From an optimization exercise on the open Yosys and OpenROAD flow, aimed at small area and a short achievable clock period; shortcuts taken in it are not production practice.
In this exercise RTL edits were held to simulation tests only and were not proved equivalent to the original.
Power and IR drop assume default switching activity.

// fir_gen
module fir_gen (input clk, input reset, input Load_x,
    input signed [7:0] x_in, input signed [7:0] c_in, output signed [7:0] y_out);
reg [7:0] c0, c1, c2;
reg [3:0] xo, xt, xn;
reg [15:0] a2r0;
reg [15:0] a2r1;
reg [16:0] a1r0;
reg [16:0] a1r1;
reg [16:0] a1r2;
reg [2:0] yq;
reg [7:0] yg;
reg [7:0] yp;
wire [8:0] xe = {x_in, 1'b0};
wire [3:0] bo, bt, bn;
genvar gi;
generate for (gi = 0; gi < 4; gi = gi + 1) begin : rec
  assign bo[gi] = xe[2*gi+1] ^ xe[2*gi];
  assign bt[gi] = (xe[2*gi+2] & ~xe[2*gi+1] & ~xe[2*gi]) | (~xe[2*gi+2] & xe[2*gi+1] & xe[2*gi]);
  assign bn[gi] = xe[2*gi+2];
end endgenerate
wire [3:0] xon = Load_x ? bo : xo;
wire [3:0] xtn = Load_x ? bt : xt;
wire [3:0] xnn = Load_x ? bn : xn;
wire p1;
wire p2;
wire p3;
wire p4;
wire p5;
wire p6;
wire p7;
wire p8;
wire p9;
wire p10;
wire p11;
wire p12;
wire p13;
wire p14;
wire p15;
wire p16;
wire p17;
wire p18;
wire p19;
wire p20;
wire p21;
wire p22;
wire p23;
wire p24;
wire p25;
wire p26;
wire p27;
wire p28;
wire p29;
wire p30;
wire p31;
wire p32;
wire p33;
wire p34;
wire p35;
wire p36;
wire s37;
wire c38;
wire s39;
wire c40;
wire s41;
wire c42;
wire s43;
wire c44;
wire s45;
wire c46;
wire s47;
wire c48;
wire s49;
wire c50;
wire s51;
wire c52;
wire s53;
wire c54;
wire s55;
wire c56;
wire s57;
wire c58;
wire s59;
wire c60;
wire s61;
  ...
Size: ~610 cells after synthesis, roughly 100 flip-flops, roughly 7400 um^2 of cells after synthesis.
==> flow/config.mk <==
export PLATFORM = sky130hd
export DESIGN_NAME = fir_gen
export DESIGN_NICKNAME = fir_gen
export VERILOG_FILES = /design/flow/design.v
export SDC_FILE = /design/flow/constraint.sdc
export NUM_CORES = 4
export LEC_CHECK = 0
export CAP_MARGIN = 20
export CORE_MARGIN = 2
export CORE_UTILIZATION = 50
export PLACE_DENSITY = 0.9
export SETUP_SLACK_MARGIN = 2.5
export SLEW_MARGIN = 20
export SYNTH_HIERARCHICAL = 1
export SYNTH_MINIMUM_KEEP_SIZE = 0
export TNS_END_PERCENT = 30
==> flow/constraint.sdc <==
create_clock -name core_clock -period 5.5 [get_ports {clk}]
set_input_delay 1.1000 -clock core_clock [delete_from_list [all_inputs] [get_ports {clk}]]
set_output_delay 1.1000 -clock core_clock [all_outputs]
set_load 0.01 [all_outputs]
standard.sh (not shown) runs the stock make flow with config.mk's settings and CLKGATE_MAP_FILE= SYNTH_SCRIPT=/design/flow/synth_recipe.tcl, a recipe that flattens the netlist after the stock synthesis.
==> flow/flow/run.sh <==
#!/bin/bash
# Own layout flow: the standard flow (standard.sh), with two changes after synthesis:
#  - the input and output port buffers are buf_1 cells (buffer_ports -buffer_cell)
#  - clock tree synthesis without dummy loads
# Each step's full output goes to its own log file in this folder.
set -euo pipefail
bash standard.sh synth > synth.log 2>&1
export BUFFER_PORTS_ARGS="-buffer_cell sky130_fd_sc_hd__buf_1"
export CTS_ARGS="-sink_clustering_enable -repair_clock_nets -dont_use_dummy_load"
bash standard.sh floorplan > floorplan.log 2>&1
bash standard.sh place > place.log 2>&1
bash standard.sh cts > cts.log 2>&1
bash standard.sh route > route.log 2>&1
bash standard.sh finish > finish.log 2>&1
test -f out/final.def
Next try:
--- a/flow/config.mk
+++ b/flow/config.mk
@@ -8,6 +8,5 @@
 export CAP_MARGIN = 20
 export CORE_MARGIN = 2
-export CORE_UTILIZATION = 50
-export PLACE_DENSITY = 0.9
+export CORE_UTILIZATION = 60
 export SETUP_SLACK_MARGIN = 2.5
 export SLEW_MARGIN = 20
Result: The new run finished clean. Worst setup slack is worse by 0.0089 ns. Die area goes down by about a fifth. Clock skew is about the same. Sequential cell count stays the same. Global-route usage goes up by 3.2 points. Utilization goes up by 11 points. Register-to-register slack is about the same. Sequential share of layout area barely changes. Area after synthesis stays the same.
Next try:
--- a/flow/config.mk
+++ b/flow/config.mk
@@ -8,8 +8,8 @@
 export CAP_MARGIN = 20
 export CORE_MARGIN = 2
-export CORE_UTILIZATION = 60
-export SETUP_SLACK_MARGIN = 2.5
+export CORE_UTILIZATION = 50
+export SETUP_SLACK_MARGIN = 2.9
 export SLEW_MARGIN = 20
 export SYNTH_HIERARCHICAL = 1
 export SYNTH_MINIMUM_KEEP_SIZE = 0
-export TNS_END_PERCENT = 30
+export TNS_END_PERCENT = 0
After rerunning: Total power goes up by 4.1%. Core utilization went down by 9.2 points. Via count climbs by 1.8%. Global-route usage goes down by 3.0 points. Synthesized cell count does not change. Non-clock buffer count came out higher by 8. Clock skew went down by 0.0042 ns. Die area goes up by 19%.
Next try:
--- a/flow/config.mk
+++ b/flow/config.mk
@@ -9,7 +9,8 @@
 export CORE_MARGIN = 2
 export CORE_UTILIZATION = 50
-export SETUP_SLACK_MARGIN = 2.9
+export GPL_ROUTABILITY_DRIVEN = 0
+export SETUP_SLACK_MARGIN = 2.5
 export SLEW_MARGIN = 20
 export SYNTH_HIERARCHICAL = 1
 export SYNTH_MINIMUM_KEEP_SIZE = 0
-export TNS_END_PERCENT = 0
+export TNS_END_PERCENT = 30
=> The changed run completed with no timing, DRC or antenna violations; routed wire length went down by a few percent; clock skew is about the same; combinational power went down by a few percent; setup slack degrades by 0.054 ns; final area went down by a few percent; die area is unchanged; cell count went down by a few percent; global-route usage went down by 0.67 points; hold slack hardly moves.
Next try:
--- a/flow/config.mk
+++ b/flow/config.mk
@@ -9,8 +9,7 @@
 export CORE_MARGIN = 2
 export CORE_UTILIZATION = 50
-export GPL_ROUTABILITY_DRIVEN = 0
-export SETUP_SLACK_MARGIN = 2.5
+export SETUP_SLACK_MARGIN = 2.7
 export SLEW_MARGIN = 20
 export SYNTH_HIERARCHICAL = 1
 export SYNTH_MINIMUM_KEEP_SIZE = 0
-export TNS_END_PERCENT = 30
+export TNS_END_PERCENT = 0
Outcome: Worst setup slack improved by 0.054 ns; fmax climbs slightly; clock power hardly moves; final area climbs by a few percent.

## port drivers added, routing unchanged
No port has a modelled driver above. Below, the same layouts with a new extraction and two added sets of constraints.
Step 1, drivers: a clkbuf_16 drives clk and a buf_2 each remaining input, both assumed.
Step 2 also shifts input and output timing later by t, the mid clock arrival at the registers, as if the neighbouring blocks saw the same clock.
Slacks: no drivers / after step 1 / after step 2; pairs: no drivers / after step 1.
| run | t (ns) | setup WS [ns] | worst hold slack (ns) | clock arrival spread, ns | worst slew at a driven data input, ns |
|---|---|---|---|---|---|
| the first run | 0.377 | 2.503 / 2.493 / 2.396 | 0.555 / 0.555 / 0.555 | 0.015 / 0.015 | 0.05 |
| the second run | 0.381 | 2.494 / 2.452 / 2.372 | 0.546 / 0.546 / 0.546 | 0.017 / 0.018 | 0.03 |
| the third run | 0.385 | 2.568 / 2.529 / 2.359 | 0.554 / 0.554 / 0.554 | 0.013 / 0.013 | 0.04 |
| the fourth run | 0.386 | 2.514 / 2.473 / 2.341 | 0.556 / 0.556 / 0.556 | 0.013 / 0.013 | 0.04 |
| the fifth run | 0.385 | 2.568 / 2.529 / 2.359 | 0.554 / 0.554 / 0.554 | 0.013 / 0.013 | 0.04 |
After both steps setup and hold are still met in every run listed.
